From an optimization exercise on the open Yosys and OpenROAD flow, aimed at small area and a short achievable clock period; shortcuts taken in it are not production practice. At most, simulation tests tie the RTL to the original design; equivalence was not proved. The RTL of run 3 was laid out without a check of its function.

===== flow/config.mk =====
export PLATFORM = sky130hd
export DESIGN_NAME = int8_mac_tree
export DESIGN_NICKNAME = int8_mac_tree
export VERILOG_FILES = /design/flow/design.v
export SDC_FILE = /design/flow/constraint.sdc
export NUM_CORES = 4
export LEC_CHECK = 0
export CAP_MARGIN = 20
export CORE_MARGIN = 2
export CORE_UTILIZATION = 72
export SLEW_MARGIN = 20
export SYNTH_HIERARCHICAL = 1
export SYNTH_MINIMUM_KEEP_SIZE = 0

===== flow/constraint.sdc =====
create_clock -name core_clock -period 12.0 [get_ports {clk}]
set_input_delay 2.4000 -clock core_clock [delete_from_list [all_inputs] [get_ports {clk}]]
set_output_delay 2.4000 -clock core_clock [all_outputs]
set_load 0.01 [all_outputs]

===== flow/design.v =====
module multiplier_8bit (
    input signed [7:0] A,
    input signed [7:0] B,
    output signed [15:0] P
);
    wire pp1;
    assign pp1 = A[0] & B[0];
    wire pp2;
    assign pp2 = A[0] & B[1];
    wire pp3;
    assign pp3 = A[0] & B[2];
    wire pp4;
    assign pp4 = A[0] & B[3];
    wire pp5;
    assign pp5 = A[0] & B[4];
    wire pp6;
    assign pp6 = A[0] & B[5];
    wire pp7;
    assign pp7 = A[0] & B[6];
    wire pp8;
    assign pp8 = ~(A[0] & B[7]);
    wire pp9;
    assign pp9 = A[1] & B[0];
    wire pp10;
    assign pp10 = A[1] & B[1];
    wire pp11;
    assign pp11 = A[1] & B[2];
    wire pp12;
    assign pp12 = A[1] & B[3];
    wire pp13;
    assign pp13 = A[1] & B[4];
    wire pp14;
    assign pp14 = A[1] & B[5];
    wire pp15;
    assign pp15 = A[1] & B[6];
    wire pp16;
    assign pp16 = ~(A[1] & B[7]);
    wire pp17;
    assign pp17 = A[2] & B[0];
    wire pp18;
    assign pp18 = A[2] & B[1];
    wire pp19;
    assign pp19 = A[2] & B[2];
    wire pp20;
    assign pp20 = A[2] & B[3];
    wire pp21;
    assign pp21 = A[2] & B[4];
    wire pp22;
    assign pp22 = A[2] & B[5];
    wire pp23;
    assign pp23 = A[2] & B[6];
    wire pp24;
    assign pp24 = ~(A[2] & B[7]);
    wire pp25;
    assign pp25 = A[3] & B[0];
    wire pp26;
    assign pp26 = A[3] & B[1];
    wire pp27;
    assign pp27 = A[3] & B[2];
    wire pp28;
    assign pp28 = A[3] & B[3];
    wire pp29;
    assign pp29 = A[3] & B[4];
    wire pp30;
    assign pp30 = A[3] & B[5];
    wire pp31;
    assign pp31 = A[3] & B[6];
    wire pp32;
    assign pp32 = ~(A[3] & B[7]);
    wire pp33;
    assign pp33 = A[4] & B[0];
    wire pp34;
    assign pp34 = A[4] & B[1];
    wire pp35;
    assign pp35 = A[4] & B[2];
    wire pp36;
    assign pp36 = A[4] & B[3];
    wire pp37;
    assign pp37 = A[4] & B[4];
    wire pp38;
    assign pp38 = A[4] & B[5];
    wire pp39;
    assign pp39 = A[4] & B[6];
    wire pp40;
    assign pp40 = ~(A[4] & B[7]);
    wire pp41;
    assign pp41 = A[5] & B[0];
    wire pp42;
    assign pp42 = A[5] & B[1];
    wire pp43;
    assign pp43 = A[5] & B[2];
    wire pp44;
    assign pp44 = A[5] & B[3];
    wire pp45;
    assign pp45 = A[5] & B[4];
    wire pp46;
    assign pp46 = A[5] & B[5];
    wire pp47;
    assign pp47 = A[5] & B[6];
    wire pp48;
    assign pp48 = ~(A[5] & B[7]);
    wire pp49;
    assign pp49 = A[6] & B[0];
    wire pp50;
    assign pp50 = A[6] & B[1];
    wire pp51;
    assign pp51 = A[6] & B[2];
    wire pp52;
    assign pp52 = A[6] & B[3];
    wire pp53;
    assign pp53 = A[6] & B[4];
    wire pp54;
    assign pp54 = A[6] & B[5];
    wire pp55;
    assign pp55 = A[6] & B[6];
    wire pp56;
    assign pp56 = ~(A[6] & B[7]);
    wire pp57;
    assign pp57 = ~(A[7] & B[0]);
    wire pp58;
    assign pp58 = ~(A[7] & B[1]);
    wire pp59;
    assign pp59 = ~(A[7] & B[2]);
    wire pp60;
    assign pp60 = ~(A[7] & B[3]);
    wire pp61;
    assign pp61 = ~(A[7] & B[4]);
    wire pp62;
    assign pp62 = ~(A[7] & B[5]);
    wire pp63;
    assign pp63 = ~(A[7] & B[6]);
    wire pp64;
    assign pp64 = A[7] & B[7];
    wire s65;
    wire c66;
    ha_cell u67 (.a(pp7), .b(pp14), .s(s65), .co(c66));
    wire s68;
    wire c69;
    fa_cell u70 (.a(pp8), .b(pp15), .c(pp22), .s(s68), .co(c69));
    wire s71;
    wire c72;
    ha_cell u73 (.a(pp29), .b(pp36), .s(s71), .co(c72));
    wire s74;
    wire c75;
    fa_cell u76 (.a(1'b1), .b(pp16), .c(pp23), .s(s74), .co(c75));
    wire s77;
    wire c78;
    fa_cell u79 (.a(pp30), .b(pp37), .c(pp44), .s(s77), .co(c78));
    wire s80;
    wire c81;
    fa_cell u82 (.a(pp24), .b(pp31), .c(pp38), .s(s80), .co(c81));
    wire s83;
    wire c84;
    ha_cell u85 (.a(pp5), .b(pp12), .s(s83), .co(c84));
    wire s86;
    wire c87;
    fa_cell u88 (.a(pp6), .b(pp13), .c(pp20), .s(s86), .co(c87));
    wire s89;
    wire c90;
    ha_cell u91 (.a(pp27), .b(pp34), .s(s89), .co(c90));
    wire s92;
    wire c93;
    fa_cell u94 (.a(pp21), .b(pp28), .c(pp35), .s(s92), .co(c93));
    wire s95;
    wire c96;
    fa_cell u97 (.a(pp42), .b(pp49), .c(s65), .s(s95), .co(c96));
    wire s98;
    wire c99;
    fa_cell u100 (.a(pp43), .b(pp50), .c(pp57), .s(s98), .co(c99));
    wire s101;
    wire c102;
    fa_cell u103 (.a(c66), .b(s71), .c(s68), .s(s101), .co(c102));
    wire s104;
    wire c105;
    fa_cell u106 (.a(pp51), .b(pp58), .c(c72), .s(s104), .co(c105));
    wire s107;
    wire c108;
    fa_cell u109 (.a(c69), .b(s74), .c(s77), .s(s107), .co(c108));
    wire s110;
    wire c111;
    fa_cell u112 (.a(pp45), .b(pp52), .c(pp59), .s(s110), .co(c111));
    wire s113;
    wire c114;
    fa_cell u115 (.a(c75), .b(c78), .c(s80), .s(s113), .co(c114));
    wire s116;
    wire c117;
    fa_cell u118 (.a(pp32), .b(pp39), .c(pp46), .s(s116), .co(c117));
    wire s119;
    wire c120;
    fa_cell u121 (.a(pp53), .b(pp60), .c(c81), .s(s119), .co(c120));
    wire s122;
    wire c123;
    fa_cell u124 (.a(pp40), .b(pp47), .c(pp54), .s(s122), .co(c123));
    wire s125;
    wire c126;
    ha_cell u127 (.a(pp4), .b(pp11), .s(s125), .co(c126));
    wire s128;
    wire c129;
    fa_cell u130 (.a(pp19), .b(pp26), .c(pp33), .s(s128), .co(c129));
    wire s131;
    wire c132;
    fa_cell u133 (.a(pp41), .b(c84), .c(s89), .s(s131), .co(c132));
    wire s134;
    wire c135;
    fa_cell u136 (.a(c90), .b(c87), .c(s92), .s(s134), .co(c135));
    wire s137;
    wire c138;
    fa_cell u139 (.a(c93), .b(s98), .c(c96), .s(s137), .co(c138));
    wire s140;
    wire c141;
    fa_cell u142 (.a(c99), .b(s104), .c(c102), .s(s140), .co(c141));
    wire s143;
    wire c144;
    fa_cell u145 (.a(s110), .b(c105), .c(c108), .s(s143), .co(c144));
    wire s146;
    wire c147;
    fa_cell u148 (.a(c111), .b(s116), .c(s119), .s(s146), .co(c147));
    wire s149;
    wire c150;
    fa_cell u151 (.a(pp61), .b(c117), .c(s122), .s(s149), .co(c150));
    wire s152;
    wire c153;
    fa_cell u154 (.a(pp48), .b(pp55), .c(pp62), .s(s152), .co(c153));
    wire s155;
    wire c156;
    ha_cell u157 (.a(pp3), .b(pp10), .s(s155), .co(c156));
    wire s158;
    wire c159;
    fa_cell u160 (.a(pp18), .b(pp25), .c(s125), .s(s158), .co(c159));
    wire s161;
    wire c162;
    fa_cell u163 (.a(c126), .b(s83), .c(s128), .s(s161), .co(c162));
    wire s164;
    wire c165;
    fa_cell u166 (.a(c129), .b(s86), .c(s131), .s(s164), .co(c165));
    wire s167;
    wire c168;
    fa_cell u169 (.a(c132), .b(s95), .c(s134), .s(s167), .co(c168));
    wire s170;
    wire c171;
    fa_cell u172 (.a(c135), .b(s101), .c(s137), .s(s170), .co(c171));
    wire s173;
    wire c174;
    fa_cell u175 (.a(s107), .b(c138), .c(s140), .s(s173), .co(c174));
    wire s176;
    wire c177;
    fa_cell u178 (.a(s113), .b(c141), .c(s143), .s(s176), .co(c177));
    wire s179;
    wire c180;
    fa_cell u181 (.a(c114), .b(c144), .c(s146), .s(s179), .co(c180));
    wire s182;
    wire c183;
    fa_cell u184 (.a(c120), .b(s149), .c(c147), .s(s182), .co(c183));
    wire s185;
    wire c186;
    fa_cell u187 (.a(c123), .b(s152), .c(c150), .s(s185), .co(c186));
    wire s188;
    wire c189;
    fa_cell u190 (.a(pp56), .b(pp63), .c(c153), .s(s188), .co(c189));
    wire s191;
    wire c192;
    ha_cell u193 (.a(pp2), .b(pp9), .s(s191), .co(c192));
    wire s194;
    wire c195;
    fa_cell u196 (.a(pp17), .b(c192), .c(s155), .s(s194), .co(c195));
    wire s197;
    wire c198;
    fa_cell u199 (.a(c156), .b(c195), .c(s158), .s(s197), .co(c198));
    wire s200;
    wire c201;
    fa_cell u202 (.a(c159), .b(s161), .c(c198), .s(s200), .co(c201));
    wire s203;
    wire c204;
    fa_cell u205 (.a(c162), .b(s164), .c(c201), .s(s203), .co(c204));
    wire s206;
    wire c207;
    ha_cell u208 (.a(c165), .b(s167), .s(s206), .co(c207));
    wire s209;
    wire c210;
    ha_cell u211 (.a(c168), .b(s170), .s(s209), .co(c210));
    wire s212;
    wire c213;
    ha_cell u214 (.a(c171), .b(s173), .s(s212), .co(c213));
    wire s215;
    wire c216;
    ha_cell u217 (.a(c174), .b(s176), .s(s215), .co(c216));
    wire s218;
    wire c219;
    ha_cell u220 (.a(c177), .b(s179), .s(s218), .co(c219));
    wire s221;
    wire c222;
    ha_cell u223 (.a(c180), .b(s182), .s(s221), .co(c222));
    wire s224;
    wire c225;
    ha_cell u226 (.a(c183), .b(s185), .s(s224), .co(c225));
    wire s227;
    wire c228;
    ha_cell u229 (.a(c186), .b(s188), .s(s227), .co(c228));
    wire s230;
    wire c231;
    ha_cell u232 (.a(pp64), .b(c189), .s(s230), .co(c231));
    wire g233;
    wire p234;
    assign g233 = 1'b1 & 1'b0;
    assign p234 = 1'b1 ^ 1'b0;
    wire g235;
    assign g235 = c207 | (s206 & c204);
    wire G236;
    ao_cell u237 (.g(c210), .p(s209), .c(g235), .y(G236));
    wire P238;
    assign P238 = s209 & s206;
    wire G239;
    ao_cell u240 (.g(c216), .p(s215), .c(c213), .y(G239));
    wire P241;
    assign P241 = s215 & s212;
    wire G242;
    ao_cell u243 (.g(c222), .p(s221), .c(c219), .y(G242));
    wire P244;
    assign P244 = s221 & s218;
    wire G245;
    ao_cell u246 (.g(c228), .p(s227), .c(c225), .y(G245));
    wire P247;
    assign P247 = s227 & s224;
    wire G248;
    ao_cell u249 (.g(g233), .p(p234), .c(c231), .y(G248));
    wire P250;
    assign P250 = p234 & s230;
    wire G251;
    ao_cell u252 (.g(G239), .p(P241), .c(G236), .y(G251));
    wire P253;
    assign P253 = P241 & P238;
    wire G254;
    ao_cell u255 (.g(G245), .p(P247), .c(G242), .y(G254));
    wire P256;
    assign P256 = P247 & P244;
    wire G257;
    ao_cell u258 (.g(G254), .p(P256), .c(G251), .y(G257));
    wire P259;
    assign P259 = P256 & P253;
    wire G260;
    ao_cell u261 (.g(G242), .p(P244), .c(G251), .y(G260));
    wire P262;
    assign P262 = P244 & P253;
    wire G263;
    ao_cell u264 (.g(G248), .p(P250), .c(G257), .y(G263));
    wire P265;
    assign P265 = P250 & P259;
    wire G266;
    ao_cell u267 (.g(c213), .p(s212), .c(G236), .y(G266));
    wire P268;
    assign P268 = s212 & P238;
    wire G269;
    ao_cell u270 (.g(c219), .p(s218), .c(G251), .y(G269));
    wire P271;
    assign P271 = s218 & P253;
    wire G272;
    ao_cell u273 (.g(c225), .p(s224), .c(G260), .y(G272));
    wire P274;
    assign P274 = s224 & P262;
    wire G275;
    ao_cell u276 (.g(c231), .p(s230), .c(G257), .y(G275));
    wire P277;
    assign P277 = s230 & P259;
    wire sum278;
    assign sum278 = s206 ^ c204;
    wire sum279;
    assign sum279 = s209 ^ g235;
    wire sum280;
    assign sum280 = s212 ^ G236;
    wire sum281;
    assign sum281 = s215 ^ G266;
    wire sum282;
    assign sum282 = s218 ^ G251;
    wire sum283;
    assign sum283 = s221 ^ G269;
    wire sum284;
    assign sum284 = s224 ^ G260;
    wire sum285;
    assign sum285 = s227 ^ G272;
    wire sum286;
    assign sum286 = s230 ^ G257;
    wire sum287;
    assign sum287 = p234 ^ G275;
    assign P = {sum287, sum286, sum285, sum284, sum283, sum282, sum281, sum280, sum279, sum278, s203, s200, s197, s194, s191, pp1};
endmodule
module adder_16bit (
    input signed [15:0] A,
    input signed [15:0] B,
    input signed [15:0] C,
    input signed [15:0] D,
    output signed [17:0] S
);
    wire s1;
    wire c2;
    ha_cell u3 (.a(A[0]), .b(B[0]), .s(s1), .co(c2));
    wire s4;
    wire c5;
    fa_cell u6 (.a(A[1]), .b(B[1]), .c(C[1]), .s(s4), .co(c5));
    wire s7;
    wire c8;
    fa_cell u9 (.a(A[2]), .b(B[2]), .c(C[2]), .s(s7), .co(c8));
    wire s10;
    wire c11;
    fa_cell u12 (.a(A[3]), .b(B[3]), .c(C[3]), .s(s10), .co(c11));
    wire s13;
    wire c14;
    fa_cell u15 (.a(A[4]), .b(B[4]), .c(C[4]), .s(s13), .co(c14));
    wire s16;
    wire c17;
    fa_cell u18 (.a(A[5]), .b(B[5]), .c(C[5]), .s(s16), .co(c17));
    wire s19;
    wire c20;
    fa_cell u21 (.a(A[6]), .b(B[6]), .c(C[6]), .s(s19), .co(c20));
    wire s22;
    wire c23;
    fa_cell u24 (.a(A[7]), .b(B[7]), .c(C[7]), .s(s22), .co(c23));
    wire s25;
    wire c26;
    fa_cell u27 (.a(A[8]), .b(B[8]), .c(C[8]), .s(s25), .co(c26));
    wire s28;
    wire c29;
    fa_cell u30 (.a(A[9]), .b(B[9]), .c(C[9]), .s(s28), .co(c29));
    wire s31;
    wire c32;
    fa_cell u33 (.a(A[10]), .b(B[10]), .c(C[10]), .s(s31), .co(c32));
    wire s34;
    wire c35;
    fa_cell u36 (.a(A[11]), .b(B[11]), .c(C[11]), .s(s34), .co(c35));
    wire s37;
    wire c38;
    fa_cell u39 (.a(A[12]), .b(B[12]), .c(C[12]), .s(s37), .co(c38));
    wire s40;
    wire c41;
    fa_cell u42 (.a(A[13]), .b(B[13]), .c(C[13]), .s(s40), .co(c41));
    wire s43;
    wire c44;
    fa_cell u45 (.a(A[14]), .b(B[14]), .c(C[14]), .s(s43), .co(c44));
    wire s46;
    wire c47;
    fa_cell u48 (.a(~A[15]), .b(~B[15]), .c(~C[15]), .s(s46), .co(c47));
    wire s49;
    wire c50;
    ha_cell u51 (.a(C[0]), .b(D[0]), .s(s49), .co(c50));
    wire s52;
    wire c53;
    fa_cell u54 (.a(D[1]), .b(c2), .c(s4), .s(s52), .co(c53));
    wire s55;
    wire c56;
    fa_cell u57 (.a(D[2]), .b(c5), .c(s7), .s(s55), .co(c56));
    wire s58;
    wire c59;
    fa_cell u60 (.a(D[3]), .b(c8), .c(s10), .s(s58), .co(c59));
    wire s61;
    wire c62;
    fa_cell u63 (.a(D[4]), .b(c11), .c(s13), .s(s61), .co(c62));
    wire s64;
    wire c65;
    fa_cell u66 (.a(D[5]), .b(c14), .c(s16), .s(s64), .co(c65));
    wire s67;
    wire c68;
    fa_cell u69 (.a(D[6]), .b(c17), .c(s19), .s(s67), .co(c68));
    wire s70;
    wire c71;
    fa_cell u72 (.a(D[7]), .b(c20), .c(s22), .s(s70), .co(c71));
    wire s73;
    wire c74;
    fa_cell u75 (.a(D[8]), .b(c23), .c(s25), .s(s73), .co(c74));
    wire s76;
    wire c77;
    fa_cell u78 (.a(D[9]), .b(c26), .c(s28), .s(s76), .co(c77));
    wire s79;
    wire c80;
    fa_cell u81 (.a(D[10]), .b(c29), .c(s31), .s(s79), .co(c80));
    wire s82;
    wire c83;
    fa_cell u84 (.a(D[11]), .b(c32), .c(s34), .s(s82), .co(c83));
    wire s85;
    wire c86;
    fa_cell u87 (.a(D[12]), .b(c35), .c(s37), .s(s85), .co(c86));
    wire s88;
    wire c89;
    fa_cell u90 (.a(D[13]), .b(c38), .c(s40), .s(s88), .co(c89));
    wire s91;
    wire c92;
    fa_cell u93 (.a(D[14]), .b(c41), .c(s43), .s(s91), .co(c92));
    wire s94;
    wire c95;
    fa_cell u96 (.a(~D[15]), .b(c44), .c(s46), .s(s94), .co(c95));
    wire s97;
    wire c98;
    ha_cell u99 (.a(s1), .b(s49), .s(s97), .co(c98));
    wire s100;
    wire c101;
    ha_cell u102 (.a(c50), .b(s52), .s(s100), .co(c101));
    wire s103;
    wire c104;
    ha_cell u105 (.a(c53), .b(s55), .s(s103), .co(c104));
    wire s106;
    wire c107;
    ha_cell u108 (.a(c56), .b(s58), .s(s106), .co(c107));
    wire s109;
    wire c110;
    ha_cell u111 (.a(c59), .b(s61), .s(s109), .co(c110));
    wire s112;
    wire c113;
    ha_cell u114 (.a(c62), .b(s64), .s(s112), .co(c113));
    wire s115;
    wire c116;
    ha_cell u117 (.a(c65), .b(s67), .s(s115), .co(c116));
    wire s118;
    wire c119;
    ha_cell u120 (.a(c68), .b(s70), .s(s118), .co(c119));
    wire s121;
    wire c122;
    ha_cell u123 (.a(c71), .b(s73), .s(s121), .co(c122));
    wire s124;
    wire c125;
    ha_cell u126 (.a(c74), .b(s76), .s(s124), .co(c125));
    wire s127;
    wire c128;
    ha_cell u129 (.a(c77), .b(s79), .s(s127), .co(c128));
    wire s130;
    wire c131;
    ha_cell u132 (.a(c80), .b(s82), .s(s130), .co(c131));
    wire s133;
    wire c134;
    ha_cell u135 (.a(c83), .b(s85), .s(s133), .co(c134));
    wire s136;
    wire c137;
    ha_cell u138 (.a(c86), .b(s88), .s(s136), .co(c137));
    wire s139;
    wire c140;
    ha_cell u141 (.a(c89), .b(s91), .s(s139), .co(c140));
    wire s142;
    wire c143;
    ha_cell u144 (.a(c92), .b(s94), .s(s142), .co(c143));
    wire s145;
    wire c146;
    ha_cell u147 (.a(c47), .b(c95), .s(s145), .co(c146));
    wire g148;
    wire p149;
    assign g148 = 1'b1 & 1'b0;
    assign p149 = 1'b1 ^ 1'b0;
    wire G150;
    ao_cell u151 (.g(c101), .p(s100), .c(c98), .y(G150));
    wire P152;
    assign P152 = s100 & s97;
    wire G153;
    ao_cell u154 (.g(c107), .p(s106), .c(c104), .y(G153));
    wire P155;
    assign P155 = s106 & s103;
    wire G156;
    ao_cell u157 (.g(c113), .p(s112), .c(c110), .y(G156));
    wire P158;
    assign P158 = s112 & s109;
    wire G159;
    ao_cell u160 (.g(c119), .p(s118), .c(c116), .y(G159));
    wire P161;
    assign P161 = s118 & s115;
    wire G162;
    ao_cell u163 (.g(c125), .p(s124), .c(c122), .y(G162));
    wire P164;
    assign P164 = s124 & s121;
    wire G165;
    ao_cell u166 (.g(c131), .p(s130), .c(c128), .y(G165));
    wire P167;
    assign P167 = s130 & s127;
    wire G168;
    ao_cell u169 (.g(c137), .p(s136), .c(c134), .y(G168));
    wire P170;
    assign P170 = s136 & s133;
    wire G171;
    ao_cell u172 (.g(c143), .p(s142), .c(c140), .y(G171));
    wire P173;
    assign P173 = s142 & s139;
    wire G174;
    ao_cell u175 (.g(g148), .p(p149), .c(c146), .y(G174));
    wire P176;
    assign P176 = p149 & s145;
    wire G177;
    ao_cell u178 (.g(c104), .p(s103), .c(G150), .y(G177));
    wire P179;
    assign P179 = s103 & P152;
    wire G180;
    ao_cell u181 (.g(G153), .p(P155), .c(G150), .y(G180));
    wire P182;
    assign P182 = P155 & P152;
    wire G183;
    ao_cell u184 (.g(c116), .p(s115), .c(G156), .y(G183));
    wire P185;
    assign P185 = s115 & P158;
    wire G186;
    ao_cell u187 (.g(G159), .p(P161), .c(G156), .y(G186));
    wire P188;
    assign P188 = P161 & P158;
    wire G189;
    ao_cell u190 (.g(c128), .p(s127), .c(G162), .y(G189));
    wire P191;
    assign P191 = s127 & P164;
    wire G192;
    ao_cell u193 (.g(G165), .p(P167), .c(G162), .y(G192));
    wire P194;
    assign P194 = P167 & P164;
    wire G195;
    ao_cell u196 (.g(c140), .p(s139), .c(G168), .y(G195));
    wire P197;
    assign P197 = s139 & P170;
    wire G198;
    ao_cell u199 (.g(G171), .p(P173), .c(G168), .y(G198));
    wire P200;
    assign P200 = P173 & P170;
    wire G201;
    ao_cell u202 (.g(c110), .p(s109), .c(G180), .y(G201));
    wire P203;
    assign P203 = s109 & P182;
    wire G204;
    ao_cell u205 (.g(G156), .p(P158), .c(G180), .y(G204));
    wire P206;
    assign P206 = P158 & P182;
    wire G207;
    ao_cell u208 (.g(G183), .p(P185), .c(G180), .y(G207));
    wire P209;
    assign P209 = P185 & P182;
    wire G210;
    ao_cell u211 (.g(G186), .p(P188), .c(G180), .y(G210));
    wire P212;
    assign P212 = P188 & P182;
    wire G213;
    ao_cell u214 (.g(c134), .p(s133), .c(G192), .y(G213));
    wire P215;
    assign P215 = s133 & P194;
    wire G216;
    ao_cell u217 (.g(G168), .p(P170), .c(G192), .y(G216));
    wire P218;
    assign P218 = P170 & P194;
    wire G219;
    ao_cell u220 (.g(G195), .p(P197), .c(G192), .y(G219));
    wire P221;
    assign P221 = P197 & P194;
    wire G222;
    ao_cell u223 (.g(G198), .p(P200), .c(G192), .y(G222));
    wire P224;
    assign P224 = P200 & P194;
    wire G225;
    ao_cell u226 (.g(c122), .p(s121), .c(G210), .y(G225));
    wire P227;
    assign P227 = s121 & P212;
    wire G228;
    ao_cell u229 (.g(G162), .p(P164), .c(G210), .y(G228));
    wire P230;
    assign P230 = P164 & P212;
    wire G231;
    ao_cell u232 (.g(G189), .p(P191), .c(G210), .y(G231));
    wire P233;
    assign P233 = P191 & P212;
    wire G234;
    ao_cell u235 (.g(G192), .p(P194), .c(G210), .y(G234));
    wire P236;
    assign P236 = P194 & P212;
    wire G237;
    ao_cell u238 (.g(G213), .p(P215), .c(G210), .y(G237));
    wire P239;
    assign P239 = P215 & P212;
    wire G240;
    ao_cell u241 (.g(G216), .p(P218), .c(G210), .y(G240));
    wire P242;
    assign P242 = P218 & P212;
    wire G243;
    ao_cell u244 (.g(G219), .p(P221), .c(G210), .y(G243));
    wire P245;
    assign P245 = P221 & P212;
    wire G246;
    ao_cell u247 (.g(G222), .p(P224), .c(G210), .y(G246));
    wire P248;
    assign P248 = P224 & P212;
    wire G249;
    ao_cell u250 (.g(c146), .p(s145), .c(G246), .y(G249));
    wire P251;
    assign P251 = s145 & P248;
    wire G252;
    ao_cell u253 (.g(G174), .p(P176), .c(G246), .y(G252));
    wire P254;
    assign P254 = P176 & P248;
    wire sum255;
    assign sum255 = s100 ^ c98;
    wire sum256;
    assign sum256 = s103 ^ G150;
    wire sum257;
    assign sum257 = s106 ^ G177;
    wire sum258;
    assign sum258 = s109 ^ G180;
    wire sum259;
    assign sum259 = s112 ^ G201;
    wire sum260;
    assign sum260 = s115 ^ G204;
    wire sum261;
    assign sum261 = s118 ^ G207;
    wire sum262;
    assign sum262 = s121 ^ G210;
    wire sum263;
    assign sum263 = s124 ^ G225;
    wire sum264;
    assign sum264 = s127 ^ G228;
    wire sum265;
    assign sum265 = s130 ^ G231;
    wire sum266;
    assign sum266 = s133 ^ G234;
    wire sum267;
    assign sum267 = s136 ^ G237;
    wire sum268;
    assign sum268 = s139 ^ G240;
    wire sum269;
    assign sum269 = s142 ^ G243;
    wire sum270;
    assign sum270 = s145 ^ G246;
    wire sum271;
    assign sum271 = p149 ^ G249;
    assign S = {sum271, sum270, sum269, sum268, sum267, sum266, sum265, sum264, sum263, sum262, sum261, sum260, sum259, sum258, sum257, sum256, sum255, s97};
endmodule
module fa_cell (
    input a,
    input b,
    input c,
    output s,
    output co
);
    assign s = a ^ b ^ c;
    assign co = (a & b) | (a & c) | (b & c);
endmodule
module ha_cell (
    input a,
    input b,
    output s,
    output co
);
    assign s = a ^ b;
    assign co = a & b;
endmodule
module ao_cell (
    input g,
    input p,
    input c,
    output y
);
    assign y = g | (p & c);
endmodule
module hac_cell (
    input a,
    input b,
    output s,
    output co
);
    assign s = ~(a ^ b);
    assign co = a | b;
endmodule
module adder_18bit (
    input signed [17:0] A,
    input signed [17:0] B,
    output signed [18:0] S
);
    wire s1;
    wire c2;
    ha_cell u3 (.a(A[0]), .b(B[0]), .s(s1), .co(c2));
    wire s4;
    wire c5;
    ha_cell u6 (.a(A[1]), .b(B[1]), .s(s4), .co(c5));
    wire s7;
    wire c8;
    ha_cell u9 (.a(A[2]), .b(B[2]), .s(s7), .co(c8));
    wire s10;
    wire c11;
    ha_cell u12 (.a(A[3]), .b(B[3]), .s(s10), .co(c11));
    wire s13;
    wire c14;
    ha_cell u15 (.a(A[4]), .b(B[4]), .s(s13), .co(c14));
    wire s16;
    wire c17;
    ha_cell u18 (.a(A[5]), .b(B[5]), .s(s16), .co(c17));
    wire s19;
    wire c20;
    ha_cell u21 (.a(A[6]), .b(B[6]), .s(s19), .co(c20));
    wire s22;
    wire c23;
    ha_cell u24 (.a(A[7]), .b(B[7]), .s(s22), .co(c23));
    wire s25;
    wire c26;
    ha_cell u27 (.a(A[8]), .b(B[8]), .s(s25), .co(c26));
    wire s28;
    wire c29;
    ha_cell u30 (.a(A[9]), .b(B[9]), .s(s28), .co(c29));
    wire s31;
    wire c32;
    ha_cell u33 (.a(A[10]), .b(B[10]), .s(s31), .co(c32));
    wire s34;
    wire c35;
    ha_cell u36 (.a(A[11]), .b(B[11]), .s(s34), .co(c35));
    wire s37;
    wire c38;
    ha_cell u39 (.a(A[12]), .b(B[12]), .s(s37), .co(c38));
    wire s40;
    wire c41;
    ha_cell u42 (.a(A[13]), .b(B[13]), .s(s40), .co(c41));
    wire s43;
    wire c44;
    ha_cell u45 (.a(A[14]), .b(B[14]), .s(s43), .co(c44));
    wire s46;
    wire c47;
    ha_cell u48 (.a(A[15]), .b(B[15]), .s(s46), .co(c47));
    wire s49;
    wire c50;
    ha_cell u51 (.a(A[16]), .b(B[16]), .s(s49), .co(c50));
    wire s52;
    wire c53;
    ha_cell u54 (.a(A[17]), .b(B[17]), .s(s52), .co(c53));
    wire s55;
    wire c56;
    ha_cell u57 (.a(A[17]), .b(B[17]), .s(s55), .co(c56));
    wire G58;
    ao_cell u59 (.g(c5), .p(s4), .c(c2), .y(G58));
    wire P60;
    assign P60 = s4 & s1;
    wire G61;
    ao_cell u62 (.g(c11), .p(s10), .c(c8), .y(G61));
    wire P63;
    assign P63 = s10 & s7;
    wire G64;
    ao_cell u65 (.g(c17), .p(s16), .c(c14), .y(G64));
    wire P66;
    assign P66 = s16 & s13;
    wire G67;
    ao_cell u68 (.g(c23), .p(s22), .c(c20), .y(G67));
    wire P69;
    assign P69 = s22 & s19;
    wire G70;
    ao_cell u71 (.g(c29), .p(s28), .c(c26), .y(G70));
    wire P72;
    assign P72 = s28 & s25;
    wire G73;
    ao_cell u74 (.g(c35), .p(s34), .c(c32), .y(G73));
    wire P75;
    assign P75 = s34 & s31;
    wire G76;
    ao_cell u77 (.g(c41), .p(s40), .c(c38), .y(G76));
    wire P78;
    assign P78 = s40 & s37;
    wire G79;
    ao_cell u80 (.g(c47), .p(s46), .c(c44), .y(G79));
    wire P81;
    assign P81 = s46 & s43;
    wire G82;
    ao_cell u83 (.g(c53), .p(s52), .c(c50), .y(G82));
    wire P84;
    assign P84 = s52 & s49;
    wire G85;
    ao_cell u86 (.g(G61), .p(P63), .c(G58), .y(G85));
    wire P87;
    assign P87 = P63 & P60;
    wire G88;
    ao_cell u89 (.g(G67), .p(P69), .c(G64), .y(G88));
    wire P90;
    assign P90 = P69 & P66;
    wire G91;
    ao_cell u92 (.g(G73), .p(P75), .c(G70), .y(G91));
    wire P93;
    assign P93 = P75 & P72;
    wire G94;
    ao_cell u95 (.g(G79), .p(P81), .c(G76), .y(G94));
    wire P96;
    assign P96 = P81 & P78;
    wire G97;
    ao_cell u98 (.g(G88), .p(P90), .c(G85), .y(G97));
    wire P99;
    assign P99 = P90 & P87;
    wire G100;
    ao_cell u101 (.g(G94), .p(P96), .c(G91), .y(G100));
    wire P102;
    assign P102 = P96 & P93;
    wire G103;
    ao_cell u104 (.g(G100), .p(P102), .c(G97), .y(G103));
    wire P105;
    assign P105 = P102 & P99;
    wire G106;
    ao_cell u107 (.g(G91), .p(P93), .c(G97), .y(G106));
    wire P108;
    assign P108 = P93 & P99;
    wire G109;
    ao_cell u110 (.g(G64), .p(P66), .c(G85), .y(G109));
    wire P111;
    assign P111 = P66 & P87;
    wire G112;
    ao_cell u113 (.g(G70), .p(P72), .c(G97), .y(G112));
    wire P114;
    assign P114 = P72 & P99;
    wire G115;
    ao_cell u116 (.g(G76), .p(P78), .c(G106), .y(G115));
    wire P117;
    assign P117 = P78 & P108;
    wire G118;
    ao_cell u119 (.g(G82), .p(P84), .c(G103), .y(G118));
    wire P120;
    assign P120 = P84 & P105;
    wire G121;
    ao_cell u122 (.g(c8), .p(s7), .c(G58), .y(G121));
    wire P123;
    assign P123 = s7 & P60;
    wire G124;
    ao_cell u125 (.g(c14), .p(s13), .c(G85), .y(G124));
    wire P126;
    assign P126 = s13 & P87;
    wire G127;
    ao_cell u128 (.g(c20), .p(s19), .c(G109), .y(G127));
    wire P129;
    assign P129 = s19 & P111;
    wire G130;
    ao_cell u131 (.g(c26), .p(s25), .c(G97), .y(G130));
    wire P132;
    assign P132 = s25 & P99;
    wire G133;
    ao_cell u134 (.g(c32), .p(s31), .c(G112), .y(G133));
    wire P135;
    assign P135 = s31 & P114;
    wire G136;
    ao_cell u137 (.g(c38), .p(s37), .c(G106), .y(G136));
    wire P138;
    assign P138 = s37 & P108;
    wire G139;
    ao_cell u140 (.g(c44), .p(s43), .c(G115), .y(G139));
    wire P141;
    assign P141 = s43 & P117;
    wire G142;
    ao_cell u143 (.g(c50), .p(s49), .c(G103), .y(G142));
    wire P144;
    assign P144 = s49 & P105;
    wire G145;
    ao_cell u146 (.g(c56), .p(s55), .c(G118), .y(G145));
    wire P147;
    assign P147 = s55 & P120;
    wire sum148;
    assign sum148 = s4 ^ c2;
    wire sum149;
    assign sum149 = s7 ^ G58;
    wire sum150;
    assign sum150 = s10 ^ G121;
    wire sum151;
    assign sum151 = s13 ^ G85;
    wire sum152;
    assign sum152 = s16 ^ G124;
    wire sum153;
    assign sum153 = s19 ^ G109;
    wire sum154;
    assign sum154 = s22 ^ G127;
    wire sum155;
    assign sum155 = s25 ^ G97;
    wire sum156;
    assign sum156 = s28 ^ G130;
    wire sum157;
    assign sum157 = s31 ^ G112;
    wire sum158;
    assign sum158 = s34 ^ G133;
    wire sum159;
    assign sum159 = s37 ^ G106;
    wire sum160;
    assign sum160 = s40 ^ G136;
    wire sum161;
    assign sum161 = s43 ^ G115;
    wire sum162;
    assign sum162 = s46 ^ G139;
    wire sum163;
    assign sum163 = s49 ^ G103;
    wire sum164;
    assign sum164 = s52 ^ G142;
    wire sum165;
    assign sum165 = s55 ^ G118;
    assign S = {sum165, sum164, sum163, sum162, sum161, sum160, sum159, sum158, sum157, sum156, sum155, sum154, sum153, sum152, sum151, sum150, sum149, sum148, s1};
endmodule
module int8_mac_tree (
    input clk,  
    input reset,  
    input signed [7:0] in0,
    input signed [7:0] in1,
    input signed [7:0] in2,
    input signed [7:0] in3,
    input signed [7:0] in4,
    input signed [7:0] in5,
    input signed [7:0] in6,
    input signed [7:0] in7,
    input signed [7:0] in8,
    input signed [7:0] in9,
    input signed [7:0] in10,
    input signed [7:0] in11,
    input signed [7:0] in12,
    input signed [7:0] in13,
    input signed [7:0] in14,
    input signed [7:0] in15,
    output signed [31:0] out,
    output reg signed [15:0] prod0, prod1, prod2, prod3, prod4, prod5, prod6, prod7,
    output signed [17:0] sum_level2_0, sum_level2_1
);
    wire signed [15:0] p0, p1, p2, p3, p4, p5, p6, p7;
    multiplier_8bit mul0 (.A(in0),  .B(in1),  .P(p0));
    multiplier_8bit mul1 (.A(in2),  .B(in3),  .P(p1));
    multiplier_8bit mul2 (.A(in4),  .B(in5),  .P(p2));
    multiplier_8bit mul3 (.A(in6),  .B(in7),  .P(p3));
    multiplier_8bit mul4 (.A(in8),  .B(in9),  .P(p4));
    multiplier_8bit mul5 (.A(in10), .B(in11), .P(p5));
    multiplier_8bit mul6 (.A(in12), .B(in13), .P(p6));
    multiplier_8bit mul7 (.A(in14), .B(in15), .P(p7));
    always @(posedge clk or posedge reset) begin
        if (reset) begin
            prod0 <= 16'h0; prod1 <= 16'h0; prod2 <= 16'h0; prod3 <= 16'h0;
            prod4 <= 16'h0; prod5 <= 16'h0; prod6 <= 16'h0; prod7 <= 16'h0;
        end else begin
            prod0 <= p0; prod1 <= p1; prod2 <= p2; prod3 <= p3;
            prod4 <= p4; prod5 <= p5; prod6 <= p6; prod7 <= p7;
        end
    end
    adder_16bit sum0 (.A(prod0), .B(prod1), .C(prod2), .D(prod3), .S(sum_level2_0));
    adder_16bit sum1 (.A(prod4), .B(prod5), .C(prod6), .D(prod7), .S(sum_level2_1));
    reg signed [18:0] out_r;
    wire signed [18:0] out_sum;
    adder_18bit add_final (.A(sum_level2_0), .B(sum_level2_1), .S(out_sum));
    always @(posedge clk or posedge reset) begin
        if (reset)
            out_r <= 19'h0;
        else
            out_r <= out_sum;
    end
    assign out = out_r;
endmodule

===== flow/flow/run.sh =====
#!/bin/bash
# Standard layout, with the port buffers made from a plain buffer cell
# instead of the delay buffer buffer_ports picks on its own, and timing
# repair aiming at a setup slack of 6.0 ns.
set -euo pipefail
export BUFFER_PORTS_ARGS="-buffer_cell sky130_fd_sc_hd__buf_1"
bash standard.sh SETUP_SLACK_MARGIN=6.0 finish > standard.log 2>&1

===== flow/standard.sh =====
#!/bin/bash
# synth_recipe.tcl (not shown) runs the flow's synth.tcl, then flattens the netlist and writes it again
# the make line also repeats each setting of config.mk as NAME=value (left out here)
make -C /OpenROAD-flow-scripts/flow DESIGN_CONFIG=/design/flow/config.mk WORK_HOME=/design/flow/orfs CLKGATE_MAP_FILE= SYNTH_SCRIPT=/design/flow/synth_recipe.tcl "${@:-finish}"

==> results of run 1 <==
==> registers in the layout, indices dropped and copies added, names as in the netlist <==
signal,flops
prod1,16
prod3,16
prod2,16
prod5,16
out_r,19
prod4,16
prod7,16
prod6,16
prod0,16
==> cells by family after synthesis <==
group,Yosys count
AO/OA/AOI/OAI,191
XOR/XNOR,114
adder cells (fa/ha/maj),573
buffers and inverters,217
flip-flops,147
other,8
AND/OR/NAND/NOR,598
==> metal layers <==
metal,part of all wire,up-vias
met2,0.48,512
met4,0.030,0
met5,0,-
li1,-,6070
met1,0.41,7067
met3,0.077,81
==> worst max-delay path, cell delays in order, from the launching register on <==
cell and delay, ns:
sky130_fd_sc_hd__dfrtp_1 0.43, sky130_fd_sc_hd__fa_1 0.57, sky130_fd_sc_hd__fa_1 0.41, sky130_fd_sc_hd__ha_1 0.32, sky130_fd_sc_hd__a21o_1 0.22, sky130_fd_sc_hd__a21o_4 0.24, sky130_fd_sc_hd__a21o_4 0.25, sky130_fd_sc_hd__a21o_1 0.17
sky130_fd_sc_hd__xor2_1 0.19, sky130_fd_sc_hd__buf_1 0.27
==> modules after synthesis (local to each module, per instance) <==
module | cell area, sq um | flops+latches | cells
int8_mac_tree | 3780 | 147 | 161
multiplier_8bit | 609 | 0 | 96
fa_cell | 20.0 | 0 | 1
ha_cell | 12.5 | 0 | 1
ao_cell | 7.51 | 0 | 1
adder_16bit | 408 | 0 | 57
adder_18bit | 382 | 0 | 49
==> cell usage after synthesis (all sizes together) <==
cell,count
conb,8
xor2,114
a21o,191
nand4,2
and4,4
nor2b,2
fa,380
and3,10
and2,458
dfrtp,147
or2,8
and2b,2
inv,21
buf,196
nand2,112
ha,193
==> area by class of cell <==
| class | instances | area, sq um |
|---|---|---|
| Multi-Input combinational cell | 1484 | 16000 |
| Fill cell | 2035 | 6700 |
| Sequential cell | 147 | 3680 |
| Timing Repair Buffer | 328 | 1270 |
| Tap cell | 384 | 480 |
| Clock buffer | 17 | 425 |
| Clock inverter | 15 | 179 |
| Inverter | 21 | 82.6 |
==> what timing repair did <==
action / CTS / global route
buffers inserted: 0 / 1
hold endpoints to repair: 0 / 0
setup endpoints to repair: 17 / 19
resized for setup: 15 / 19
cloned: 0 / 0
pin swaps: 0 / 1
==> worst min path at each step <==
stage	cells after the start	to	slack, ns
6_report	3	out_r[0]	0.82
5_1_grt	3	out_r[0]	0.86
2_1_floorplan	5	out_r[0]	0.95
3_5_place_dp	3	out_r[0]	0.80
3_3_place_gp	3	out_r[0]	0.77
4_1_cts	3	out_r[0]	0.82
==> flow_summary.yaml, run 1 <==
grt:
  grt_pass1_vias: 14800
  groute.layer.met3.usage: 0.0740
  grt_use_total: 0.337
  grt_first_pass_wirelength_mm: 79.0
  gr-usage-met2: 0.538
  grt_busiest_layer: "met2"
  gr-total-overflow: 0
  maximum_number_of_pins_on_one_net_before_global_route_repair: 78
  number_of_antenna_violations_at_the_first_check_in_global_routing: 0
  grt_use_met1: 0.473
synth:
  mappedNetlistNets: 2551
  synth_cell_types: 17
  synth_adder_area_share: 0.473
  xor_xnor_share_of_the_synthesized_area: 0.0471
  yosys_register_bits: 147
  synth-compound-area-share: 0.0676
  post_synth_mux_area_share: 0
  yosys-top-cells-area: "sky130_fd_sc_hd__fa_1, sky130_fd_sc_hd__dfrtp_1, sky130_fd_sc_hd__and2_1"
  synth_top_family_by_area: "adder cells"
  ys_seq_area_frac: 0.173
  mappedNetlistArea_sq_um: 21200
  netlist_instances: 1848
  synth-warning-count: 7
  top_area_cell_type_share_of_the_netlist_area: 0.359
  synth_simple_gate_area_share: 0.165
  synth_top_cell_by_area: "sky130_fd_sc_hd__fa_1"
  postSynthAreaPerCell_sq_um: 11.5
floorplan:
  floorplan.core_area_sq_um: 28900
  placement_rows: 62
  initial_core_util: 0.735
  floorplan.die_area_sq_um: 30800
  boundary_pin_count: 326
  die_height_um: 176
  die_width_um: 176
route:
  vias_per_cell: 5.73
  drt_iter0_markers: 717
  route.detailed.drc: 0
  vias: 13700
  detail_route.wl_per_cell_um: 20.5
  detail-route-antenna-nets: 0
  routed_wirelength_mm: 49.0
  drt-pass1-iter-count: 5
final_layout:
  final_common_cell: "sky130_fd_sc_hd__and2_1"
  layout_overhead_on_the_synthesized_area_pct: 4.49
  final_area_sq_um: 22200
  most-common-layout-cells: "sky130_fd_sc_hd__and2_1, sky130_fd_sc_hd__fa_1, sky130_fd_sc_hd__buf_1"
  layout-drive-gt1-share: 0.0373
  finalCoreUtilization: 0.768
  diodes: 0
  final-instance-count-excl-fill: 2396
  nets: 2702
worst_setup_path:
  worstPathRequired_ns: 9.60
  regToRegSetupSlack_ns: 7.59
  critical_path.endpoint: "sum_level2_0[12]"
  cp_max_fanout: 9
  cp-start-kind: "flip-flop"
  critical_path_class: "flip-flop to primary output"
  worst-r2r-cell-count: 15
  regToRegEndpoint: "out_r[18]"
  worst_reg2reg_startpoint: "prod0[1]"
  critical_path_arrival_ns: 3.51
  critical_path.startpoint: "prod0[1]"
  setup.worst_path.end_class: "primary output"
clock_tree:
  max-clock-path-buffers: 2
  insertion_delay_ns: 0.43
  cts.sinks: 147
  path_clk_slew_ns: 0.08
  clock_tree.root_cell: "sky130_fd_sc_hd__clkbuf_16"
  clock_tree.htree_level_count: 4
  cts_hold_buf: 0
  tritoncts.num_buffers: 17
  cts_tree: "built"
min_path:
  launch_instance_of_the_worst_min_delay_path: "prod3[0]"
  hold_path.class: "flip-flop to flip-flop"
sta:
  finalCriticalPeriod_ns: 5.91
  final.setup_skew_ns: 0.0131
  setup_viol: 0
  least_margin_pin_slew_ns: 1.00
  max_freq_mhz: 169
  worst_slack_ns: 6.09
  final_max_slew_viol_count: 0
  hold_violations: 0
  rsz0062_at_grt: "no"
  worst_slew_margin_rel: 0.331
  hold_slack_ns: 0.819
  period_share: 0.493
  timing.setup.tns_ns: 0
placed_design:
  dpl_worst_slack_ns: 5.82
  dp_hpwl_mm: 41.9
  cell_count_after_placement: 2363
  place.gp.congestion: 0.962
  post_dp_cell_area_sq_um: 21500
  port_buffers: 325
job:
  drv.max_cap_violation_count: 0
run_status:
  status: "timing/DRC/antenna clean"
==> run 2, diff against run 1 <==
--- a/flow/config.mk
+++ b/flow/config.mk
@@ -7,7 +7,7 @@
 export LEC_CHECK = 0
 export CAP_MARGIN = 20
 export CORE_MARGIN = 2
-export CORE_UTILIZATION = 72
+export CORE_UTILIZATION = 65
 export SLEW_MARGIN = 20
 export SYNTH_HIERARCHICAL = 1
 export SYNTH_MINIMUM_KEEP_SIZE = 0
==> flow_summary.yaml, run 2 <==
run_status:
  status: "timing/DRC/antenna clean"
job:
  drv.max_cap_violation_count: 0
synth:
  top_area_cell_type_share_of_the_netlist_area: 0.359
  netlist_top_cells_count: "sky130_fd_sc_hd__and2_1, sky130_fd_sc_hd__fa_1, sky130_fd_sc_hd__buf_4"
  yosysMostFrequentCell: "sky130_fd_sc_hd__and2_1"
  yosys-top-cells-area: "sky130_fd_sc_hd__fa_1, sky130_fd_sc_hd__dfrtp_1, sky130_fd_sc_hd__and2_1"
  yosys_register_bits: 147
  synth-edff-count: 0
  synth_cell_types: 17
  ys_seq_area_frac: 0.173
  dominant_register_cell_in_the_synthesized_netlist: "sky130_fd_sc_hd__dfrtp_1"
  netlist_instances: 1848
  postSynthAreaPerCell_sq_um: 11.5
  async_reset_ff_frac: 1.00
  mappedNetlistNets: 2551
  synth_top_cell_by_area: "sky130_fd_sc_hd__fa_1"
  mappedNetlistArea_sq_um: 21200
  synth-warning-count: 7
worst_setup_path:
  crit_top_cell: "sky130_fd_sc_hd__fa_1"
  cp-start-kind: "flip-flop"
  worstPathRequired_ns: 9.60
  critical_path_arrival_ns: 3.50
  cp_slowest_cell: "sky130_fd_sc_hd__fa_1"
  critical_path_class: "flip-flop to primary output"
  critical_path.cell_chain: "fa_1, fa_1, ha_1, and3_1, and2_1, a21o_4, a21o_1, xor2_1, buf_1"
  cp_slowest_stage_delay_ns: 0.57
  setup.worst_path.end_class: "primary output"
  cp_max_fanout: 9
floorplan:
  initial_core_util: 0.655
  floorplan.die_area_sq_um: 34100
  die_width_um: 185
  floorplan.core_area_sq_um: 32400
  die_height_um: 185
  placement_rows: 66
  boundary_pin_count: 326
route:
  detail-route-antenna-nets: 0
  drt-pass1-iter-count: 5
  route.detailed.drc: 0
  detail_route.wl_per_cell_um: 20.2
  routed_wirelength_mm: 49.7
  vias: 13500
  drt_iter0_markers: 609
  vias_per_cell: 5.51
grt:
  gr-total-overflow: 0
  maximum_number_of_pins_on_one_net_before_global_route_repair: 70
  number_of_antenna_violations_at_the_first_check_in_global_routing: 2
  grt_first_pass_wirelength_mm: 78.8
  grt_use_total: 0.309
  grt_pass1_vias: 14600
placed_design:
  dp_hpwl_mm: 42.7
  post_dp_cell_area_sq_um: 21500
  port_buffers: 325
  place.gp.congestion: 0.927
final_layout:
  final_common_cell: "sky130_fd_sc_hd__and2_1"
  most-common-layout-cells: "sky130_fd_sc_hd__and2_1, sky130_fd_sc_hd__fa_1, sky130_fd_sc_hd__buf_1"
  diodes: 0
  final_area_sq_um: 22300
  layout-drive-gt1-share: 0.0412
  nets: 2707
  registers.top_by_ff_count: "out_r"
  layout_overhead_on_the_synthesized_area_pct: 5.36
  largest_register_ffs: 19
sta:
  max_freq_mhz: 169
  final.setup_skew_ns: 0.0117
  hold_violations: 0
  timing.setup.tns_ns: 0
  worst_slew_margin_rel: 0.388
  least_margin_pin_slew_ns: 0.918
  rsz0062_at_grt: "no"
  period_share: 0.492
  final_max_slew_viol_count: 0
  setup_viol: 0
  finalCriticalPeriod_ns: 5.90
clock_tree:
  insertion_delay_ns: 0.43
  tritoncts.num_buffers: 17
  path_clk_slew_ns: 0.07
  max-clock-path-buffers: 2
  clock_tree.htree_level_count: 4
  cts.sinks: 147
  clock_tree.root_cell: "sky130_fd_sc_hd__clkbuf_16"
  cts_hold_buf: 0
  cts_tree: "built"
min_path:
  hold_path.class: "flip-flop to flip-flop"
[run 2: cell counts after synthesis]
Identical to the previous run, type by type.
[run 2: Yosys stat by module, one instance, submodules excluded]
module           area [sq um]  flip-flops and latches  cells inside
adder_18bit               382                       0            49
multiplier_8bit           609                       0            96
fa_cell                  20.0                       0             1
ao_cell                  7.51                       0             1
int8_mac_tree            3780                     147           161
ha_cell                  12.5                       0             1
adder_16bit               408                       0            57
[run 2: logic make-up after synthesis]
family / synth area share
and+or+nand+nor: 0.165
adders and majority gates: 0.473
buffers and inverters: 0.0731
AOI/OAI and AO/OA: 0.0676
DFF: 0.173
xor gates and xnor gates: 0.0471
other: 0.00142
[run 2: area by class of cell]
cell class / count / area, sq um
Multi-Input combinational cell: 1485 / 16100
Fill cell: 2616 / 10000
Sequential cell: 147 / 3690
Timing Repair Buffer: 332 / 1290
Tap cell: 442 / 553
Clock buffer: 21 / 480
Clock inverter: 11 / 139
Inverter: 21 / 82.6
[run 2: final timing paths]
path                                from              end  cells after the start  slack, ns
worst max-delay path            prod4[4]  sum_level2_1[9]                      9       6.10
worst min-delay path            prod3[0]         out_r[0]                      3       0.80
worst max register to register  prod0[1]        out_r[18]                     15       7.58
worst min register to register  prod3[0]         out_r[0]                      3       0.80
max in group asynchronous          reset         prod4[3]                      3       8.78
min in group asynchronous          reset        prod2[14]                      2       1.94
[run 2: timing repair]
action	in CTS	in global routing
setup buffers	0	5
setup endpoints to repair	18	18
gates resized for setup	17	21
pin swaps	0	5
cloned	0	1
[run 2: routing by layer]
layer	track usage	up-vias	part of all wire
met5	0	-	0.00024
met4	0.0857	2	0.028
met3	0.0668	69	0.069
met2	0.488	399	0.47
met1	0.438	7000	0.44
li1	-	6073	-
[run 2: through the flow]
stage	util	cells	hold slack, ns	setup WS [ns]
after global placement	0.665	2421	0.767	5.85
after detailed placement	0.665	2421	0.785	5.80
after global routing	0.690	2459	0.854	5.99
after floorplan	-	1848	0.953	6.09
final	0.690	2459	0.800	6.10
after CTS	0.686	2453	0.803	5.97
[run 2: critical path: cells and delay by family, from the launching register on]
| family | cells | cell delay [ns] |
|---|---|---|
| AOI/OAI and AO/OA | 2 | 0.43 |
| and+or+nand+nor | 2 | 0.37 |
| xor gates and xnor gates | 1 | 0.20 |
| buffers and inverters | 1 | 0.28 |
| adders and majority gates | 3 | 1.31 |
| DFF | 1 | 0.47 |
==> run 3, diff against run 2 <==
--- a/flow/design.v
+++ b/flow/design.v
@@ -578,144 +578,120 @@
     wire P176;
     assign P176 = p149 & s145;
     wire G177;
-    ao_cell u178 (.g(c104), .p(s103), .c(G150), .y(G177));
+    ao_cell u178 (.g(G153), .p(P155), .c(G150), .y(G177));
     wire P179;
-    assign P179 = s103 & P152;
+    assign P179 = P155 & P152;
     wire G180;
-    ao_cell u181 (.g(G153), .p(P155), .c(G150), .y(G180));
+    ao_cell u181 (.g(G159), .p(P161), .c(G156), .y(G180));
     wire P182;
-    assign P182 = P155 & P152;
+    assign P182 = P161 & P158;
     wire G183;
-    ao_cell u184 (.g(c116), .p(s115), .c(G156), .y(G183));
+    ao_cell u184 (.g(G165), .p(P167), .c(G162), .y(G183));
     wire P185;
-    assign P185 = s115 & P158;
+    assign P185 = P167 & P164;
     wire G186;
-    ao_cell u187 (.g(G159), .p(P161), .c(G156), .y(G186));
+    ao_cell u187 (.g(G171), .p(P173), .c(G168), .y(G186));
     wire P188;
-    assign P188 = P161 & P158;
+    assign P188 = P173 & P170;
     wire G189;
-    ao_cell u190 (.g(c128), .p(s127), .c(G162), .y(G189));
+    ao_cell u190 (.g(G180), .p(P182), .c(G177), .y(G189));
     wire P191;
-    assign P191 = s127 & P164;
+    assign P191 = P182 & P179;
     wire G192;
-    ao_cell u193 (.g(G165), .p(P167), .c(G162), .y(G192));
+    ao_cell u193 (.g(G186), .p(P188), .c(G183), .y(G192));
     wire P194;
-    assign P194 = P167 & P164;
+    assign P194 = P188 & P185;
     wire G195;
-    ao_cell u196 (.g(c140), .p(s139), .c(G168), .y(G195));
+    ao_cell u196 (.g(G192), .p(P194), .c(G189), .y(G195));
     wire P197;
-    assign P197 = s139 & P170;
+    assign P197 = P194 & P191;
     wire G198;
-    ao_cell u199 (.g(G171), .p(P173), .c(G168), .y(G198));
+    ao_cell u199 (.g(G183), .p(P185), .c(G189), .y(G198));
     wire P200;
-    assign P200 = P173 & P170;
+    assign P200 = P185 & P191;
     wire G201;
-    ao_cell u202 (.g(c110), .p(s109), .c(G180), .y(G201));
+    ao_cell u202 (.g(G156), .p(P158), .c(G177), .y(G201));
     wire P203;
-    assign P203 = s109 & P182;
+    assign P203 = P158 & P179;
     wire G204;
-    ao_cell u205 (.g(G156), .p(P158), .c(G180), .y(G204));
+    ao_cell u205 (.g(G162), .p(P164), .c(G189), .y(G204));
     wire P206;
-    assign P206 = P158 & P182;
+    assign P206 = P164 & P191;
     wire G207;
-    ao_cell u208 (.g(G183), .p(P185), .c(G180), .y(G207));
+    ao_cell u208 (.g(G168), .p(P170), .c(G198), .y(G207));
     wire P209;
-    assign P209 = P185 & P182;
+    assign P209 = P170 & P200;
     wire G210;
-    ao_cell u211 (.g(G186), .p(P188), .c(G180), .y(G210));
+    ao_cell u211 (.g(G174), .p(P176), .c(G195), .y(G210));
     wire P212;
-    assign P212 = P188 & P182;
+    assign P212 = P176 & P197;
     wire G213;
-    ao_cell u214 (.g(c134), .p(s133), .c(G192), .y(G213));
+    ao_cell u214 (.g(c104), .p(s103), .c(G150), .y(G213));
     wire P215;
-    assign P215 = s133 & P194;
+    assign P215 = s103 & P152;
     wire G216;
-    ao_cell u217 (.g(G168), .p(P170), .c(G192), .y(G216));
+    ao_cell u217 (.g(c110), .p(s109), .c(G177), .y(G216));
     wire P218;
-    assign P218 = P170 & P194;
+    assign P218 = s109 & P179;
     wire G219;
-    ao_cell u220 (.g(G195), .p(P197), .c(G192), .y(G219));
+    ao_cell u220 (.g(c116), .p(s115), .c(G201), .y(G219));
     wire P221;
-    assign P221 = P197 & P194;
+    assign P221 = s115 & P203;
     wire G222;
-    ao_cell u223 (.g(G198), .p(P200), .c(G192), .y(G222));
+    ao_cell u223 (.g(c122), .p(s121), .c(G189), .y(G222));
     wire P224;
-    assign P224 = P200 & P194;
+    assign P224 = s121 & P191;
     wire G225;
-    ao_cell u226 (.g(c122), .p(s121), .c(G210), .y(G225));
+    ao_cell u226 (.g(c128), .p(s127), .c(G204), .y(G225));
     wire P227;
-    assign P227 = s121 & P212;
+    assign P227 = s127 & P206;
     wire G228;
-    ao_cell u229 (.g(G162), .p(P164), .c(G210), .y(G228));
+    ao_cell u229 (.g(c134), .p(s133), .c(G198), .y(G228));
     wire P230;
-    assign P230 = P164 & P212;
+    assign P230 = s133 & P200;
     wire G231;
-    ao_cell u232 (.g(G189), .p(P191), .c(G210), .y(G231));
+    ao_cell u232 (.g(c140), .p(s139), .c(G207), .y(G231));
     wire P233;
-    assign P233 = P191 & P212;
+    assign P233 = s139 & P209;
     wire G234;
-    ao_cell u235 (.g(G192), .p(P194), .c(G210), .y(G234));
+    ao_cell u235 (.g(c146), .p(s145), .c(G195), .y(G234));
     wire P236;
-    assign P236 = P194 & P212;
-    wire G237;
-    ao_cell u238 (.g(G213), .p(P215), .c(G210), .y(G237));
-    wire P239;
-    assign P239 = P215 & P212;
-    wire G240;
-    ao_cell u241 (.g(G216), .p(P218), .c(G210), .y(G240));
-    wire P242;
-    assign P242 = P218 & P212;
-    wire G243;
-    ao_cell u244 (.g(G219), .p(P221), .c(G210), .y(G243));
-    wire P245;
-    assign P245 = P221 & P212;
-    wire G246;
-    ao_cell u247 (.g(G222), .p(P224), .c(G210), .y(G246));
-    wire P248;
-    assign P248 = P224 & P212;
-    wire G249;
-    ao_cell u250 (.g(c146), .p(s145), .c(G246), .y(G249));
-    wire P251;
-    assign P251 = s145 & P248;
-    wire G252;
-    ao_cell u253 (.g(G174), .p(P176), .c(G246), .y(G252));
-    wire P254;
-    assign P254 = P176 & P248;
-    wire sum255;
-    assign sum255 = s100 ^ c98;
-    wire sum256;
-    assign sum256 = s103 ^ G150;
-    wire sum257;
-    assign sum257 = s106 ^ G177;
-    wire sum258;
-    assign sum258 = s109 ^ G180;
-    wire sum259;
-    assign sum259 = s112 ^ G201;
-    wire sum260;
-    assign sum260 = s115 ^ G204;
-    wire sum261;
-    assign sum261 = s118 ^ G207;
-    wire sum262;
-    assign sum262 = s121 ^ G210;
-    wire sum263;
-    assign sum263 = s124 ^ G225;
-    wire sum264;
-    assign sum264 = s127 ^ G228;
-    wire sum265;
-    assign sum265 = s130 ^ G231;
-    wire sum266;
-    assign sum266 = s133 ^ G234;
-    wire sum267;
-    assign sum267 = s136 ^ G237;
-    wire sum268;
-    assign sum268 = s139 ^ G240;
-    wire sum269;
-    assign sum269 = s142 ^ G243;
-    wire sum270;
-    assign sum270 = s145 ^ G246;
-    wire sum271;
-    assign sum271 = p149 ^ G249;
-    assign S = {sum271, sum270, sum269, sum268, sum267, sum266, sum265, sum264, sum263, sum262, sum261, sum260, sum259, sum258, sum257, sum256, sum255, s97};
+    assign P236 = s145 & P197;
+    wire sum237;
+    assign sum237 = s100 ^ c98;
+    wire sum238;
+    assign sum238 = s103 ^ G150;
+    wire sum239;
+    assign sum239 = s106 ^ G213;
+    wire sum240;
+    assign sum240 = s109 ^ G177;
+    wire sum241;
+    assign sum241 = s112 ^ G216;
+    wire sum242;
+    assign sum242 = s115 ^ G201;
+    wire sum243;
+    assign sum243 = s118 ^ G219;
+    wire sum244;
+    assign sum244 = s121 ^ G189;
+    wire sum245;
+    assign sum245 = s124 ^ G222;
+    wire sum246;
+    assign sum246 = s127 ^ G204;
+    wire sum247;
+    assign sum247 = s130 ^ G225;
+    wire sum248;
+    assign sum248 = s133 ^ G198;
+    wire sum249;
+    assign sum249 = s136 ^ G228;
+    wire sum250;
+    assign sum250 = s139 ^ G207;
+    wire sum251;
+    assign sum251 = s142 ^ G231;
+    wire sum252;
+    assign sum252 = s145 ^ G195;
+    wire sum253;
+    assign sum253 = p149 ^ G234;
+    assign S = {sum253, sum252, sum251, sum250, sum249, sum248, sum247, sum246, sum245, sum244, sum243, sum242, sum241, sum240, sum239, sum238, sum237, s97};
 endmodule
 module fa_cell (
     input a,
==> flow_summary.yaml, run 3 <==
placed_design:
  post_dp_cell_area_sq_um: 21300
  cell_count_after_placement: 2355
  dp_hpwl_mm: 42.5
  port_buffers: 325
  place.gp.congestion: 0.951
worst_setup_path:
  cp-start-kind: "flip-flop"
  setup.worst_path.end_class: "primary output"
  cp_max_fanout: 4
  critical_path_arrival_ns: 3.65
  worstPathRequired_ns: 9.60
  critical_path_class: "flip-flop to primary output"
floorplan:
  die_height_um: 184
  initial_core_util: 0.663
  floorplan.die_area_sq_um: 33800
  boundary_pin_count: 326
  floorplan.core_area_sq_um: 31700
  die_width_um: 184
  placement_rows: 65
synth:
  synth-edff-count: 0
  mappedNetlistNets: 2525
  top_area_cell_type_share_of_the_netlist_area: 0.362
  synth-warning-count: 7
  postSynthAreaPerCell_sq_um: 11.5
  synth_cell_types: 13
  netlist_instances: 1822
  synth_top_cell_by_area: "sky130_fd_sc_hd__fa_1"
  ys_seq_area_frac: 0.175
  yosysMostFrequentCell: "sky130_fd_sc_hd__and2_1"
  async_reset_ff_frac: 1.00
  yosys-top-cells-area: "sky130_fd_sc_hd__fa_1, sky130_fd_sc_hd__dfrtp_1, sky130_fd_sc_hd__and2_1"
  yosys_register_bits: 147
  dominant_register_cell_in_the_synthesized_netlist: "sky130_fd_sc_hd__dfrtp_1"
  netlist_top_cells_count: "sky130_fd_sc_hd__and2_1, sky130_fd_sc_hd__fa_1, sky130_fd_sc_hd__buf_4"
  mappedNetlistArea_sq_um: 21000
grt:
  grt_pass1_vias: 14600
  number_of_antenna_violations_at_the_first_check_in_global_routing: 1
  grt_first_pass_wirelength_mm: 79.1
  gr-total-overflow: 0
  grt_use_total: 0.313
  maximum_number_of_pins_on_one_net_before_global_route_repair: 78
route:
  vias_per_cell: 5.59
  drt_iter0_markers: 560
  detail_route.wl_per_cell_um: 20.6
  vias: 13500
  routed_wirelength_mm: 49.8
  route.detailed.drc: 0
  drt-pass1-iter-count: 4
  detail-route-antenna-nets: 0
final_layout:
  nets: 2706
  final_area_sq_um: 22400
  finalCoreUtilization: 0.706
  layout_overhead_on_the_synthesized_area_pct: 6.45
  most-common-layout-cells: "sky130_fd_sc_hd__and2_1, sky130_fd_sc_hd__fa_1, sky130_fd_sc_hd__buf_1"
  largest_register_ffs: 19
  final-instance-count-excl-fill: 2419
  layout-drive-gt1-share: 0.0585
  final_common_cell: "sky130_fd_sc_hd__and2_1"
  registers.top_by_ff_count: "out_r"
sta:
  hold_violations: 0
  hold_slack_ns: 0.832
  setup_viol: 0
  max_freq_mhz: 165
  finalCriticalPeriod_ns: 6.05
  period_share: 0.504
  timing.setup.tns_ns: 0
  final_max_slew_viol_count: 0
  rsz0062_at_grt: "yes"
  least_margin_pin_slew_ns: 0.923
  worst_slew_margin_rel: 0.385
  final.setup_skew_ns: 0.00954
clock_tree:
  tritoncts.num_buffers: 17
  path_clk_slew_ns: 0.07
  max-clock-path-buffers: 2
  cts.sinks: 147
  clock_tree.htree_level_count: 4
  insertion_delay_ns: 0.43
  cts_tree: "built"
  cts_hold_buf: 0
  clock_tree.root_cell: "sky130_fd_sc_hd__clkbuf_16"
min_path:
  hold_path.class: "flip-flop to flip-flop"
run_status:
  status: "timing/DRC/antenna clean"
job:
  drv.max_cap_violation_count: 0
==> run 3: cell types whose count changed after synthesis <==
cell                      previous run  this run
sky130_fd_sc_hd__and2b_1             2         0
sky130_fd_sc_hd__and4_1              4         6
sky130_fd_sc_hd__inv_1              21        19
sky130_fd_sc_hd__and3_1             10         0
sky130_fd_sc_hd__nor2b_1             2         0
sky130_fd_sc_hd__and2_2              1         3
sky130_fd_sc_hd__a21o_1            191       179
sky130_fd_sc_hd__nand4_1             2         0
==> run 3: worst paths after layout <==
path | startpoint | cells after the start | slack, ns | endpoint
min reg2reg | prod3[0] | 3 | 0.83 | out_r[0]
max in group asynchronous | reset | 4 | 8.32 | prod0[3]
min | prod3[0] | 3 | 0.83 | out_r[0]
max reg2reg | prod2[1] | 19 | 6.95 | out_r[18]
min in group asynchronous | reset | 3 | 2.19 | prod2[14]
max | prod2[1] | 11 | 5.95 | sum_level2_0[15]
==> run 3: kinds of logic (layout without fill, tap and decap cells) <==
logic type	after synthesis	after routing	share of synthesized area
buffers and inverters	215	409	0.0733
xor gates and xnor gates	114	114	0.0475
and+or+nand+nor	586	586	0.163
AOI/OAI and AO/OA	179	179	0.0639
other	8	9	0.00143
DFF	147	147	0.175
adders and majority gates	573	573	0.476
==> run 3: repair_timing <==
| action | CTS | global route |
|---|---|---|
| resized for setup | 25 | 30 |
| hold endpoints to repair | 0 | 0 |
| setup buffers | 17 | 14 |
| gates cloned | 0 | 0 |
| endpoints found under the setup margin | 12 | 19 |
| pin swaps | 11 | 13 |
==> run 3: metrics by stage <==
stage / worst slack [ns]
2_1_floorplan: 6.09
3_3_place_gp: 5.85
3_5_place_dp: 5.80
4_1_cts: 5.88
5_1_grt: 5.81
6_report: 5.95
==> run 3: modules after synthesis, one instance, submodules excluded <==
| module | cell area (sq um) | copies in the design | cells inside |
|---|---|---|---|
| adder_18bit | 382 | 1 | 49 |
| fa_cell | 20.0 | 380 | 1 |
| ao_cell | 7.51 | 179 | 1 |
| int8_mac_tree | 3780 | 1 | 161 |
| adder_16bit | 369 | 2 | 50 |
| multiplier_8bit | 609 | 8 | 96 |
| ha_cell | 12.5 | 185 | 1 |
==> run 3: cell type report <==
type	count	area [sq um]
fill	2418	9320
tap	402	503
multi-input combinational	1460	16000
clock buffer	19	433
antenna	1	2.50
inverter	19	75.1
clock inverter	13	171
sequential	147	3690
timing repair buffer	358	1520
==> run 3: metal layers <==
layer / routed length [um] / track usage
met1: 21200 / 0.438
met2: 23200 / 0.491
met3: 3770 / 0.0725
met4: 1580 / 0.0944
met5: 0 / 0
==> run 3: critical path, stage by stage, from the launching register on <==
cell                      delay [ns]
sky130_fd_sc_hd__dfrtp_1        0.43
sky130_fd_sc_hd__fa_1           0.51
sky130_fd_sc_hd__fa_1           0.56
sky130_fd_sc_hd__ha_4           0.21
sky130_fd_sc_hd__a21o_1         0.22
sky130_fd_sc_hd__a21o_1         0.20
sky130_fd_sc_hd__a21o_1         0.22
sky130_fd_sc_hd__a21o_1         0.21
sky130_fd_sc_hd__a21o_1         0.18
sky130_fd_sc_hd__a21o_1         0.18
sky130_fd_sc_hd__xor2_2         0.17
sky130_fd_sc_hd__buf_6          0.14

port drivers added, routing unchanged:
How much do the figures lean on ideal ports? The routed layouts below were timed once more, with nothing changed but the port constraints.
Step 1 assumes that a clkbuf_16 drives the clock port and a buf_2 every other input.
Step 2 adds t to the input delays and takes it off the output delays; t is the mean of the earliest and latest rising clock arrival at the registers after step 1. Input paths then give back, and output paths get back, about the clock's delay inside the block.
Slacks: ideal ports / drivers / drivers and shift; pairs: ideal ports / drivers.
| run | t, ns | setup slack, ns | hold slack, ns | clock arrival spread, ns | slew at the worst register clock pin (ns) |
|---|---|---|---|---|---|
| run 1 | 0.474 | 6.089 / 6.039 / 5.758 | 0.819 / 0.819 / 0.819 | 0.015 / 0.015 | 0.08 / 0.08 |
| run 2 | 0.473 | 6.096 / 6.049 / 5.723 | 0.800 / 0.800 / 0.800 | 0.012 / 0.012 | 0.07 / 0.07 |
| run 3 | 0.475 | 5.946 / 5.896 / 5.762 | 0.832 / 0.832 / 0.832 | 0.009 / 0.009 | 0.07 / 0.07 |
After both steps every run listed still meets setup and hold. The setup slack of run 2, which loses most, moves by -0.047 ns with the drivers and by -0.373 ns with both steps.
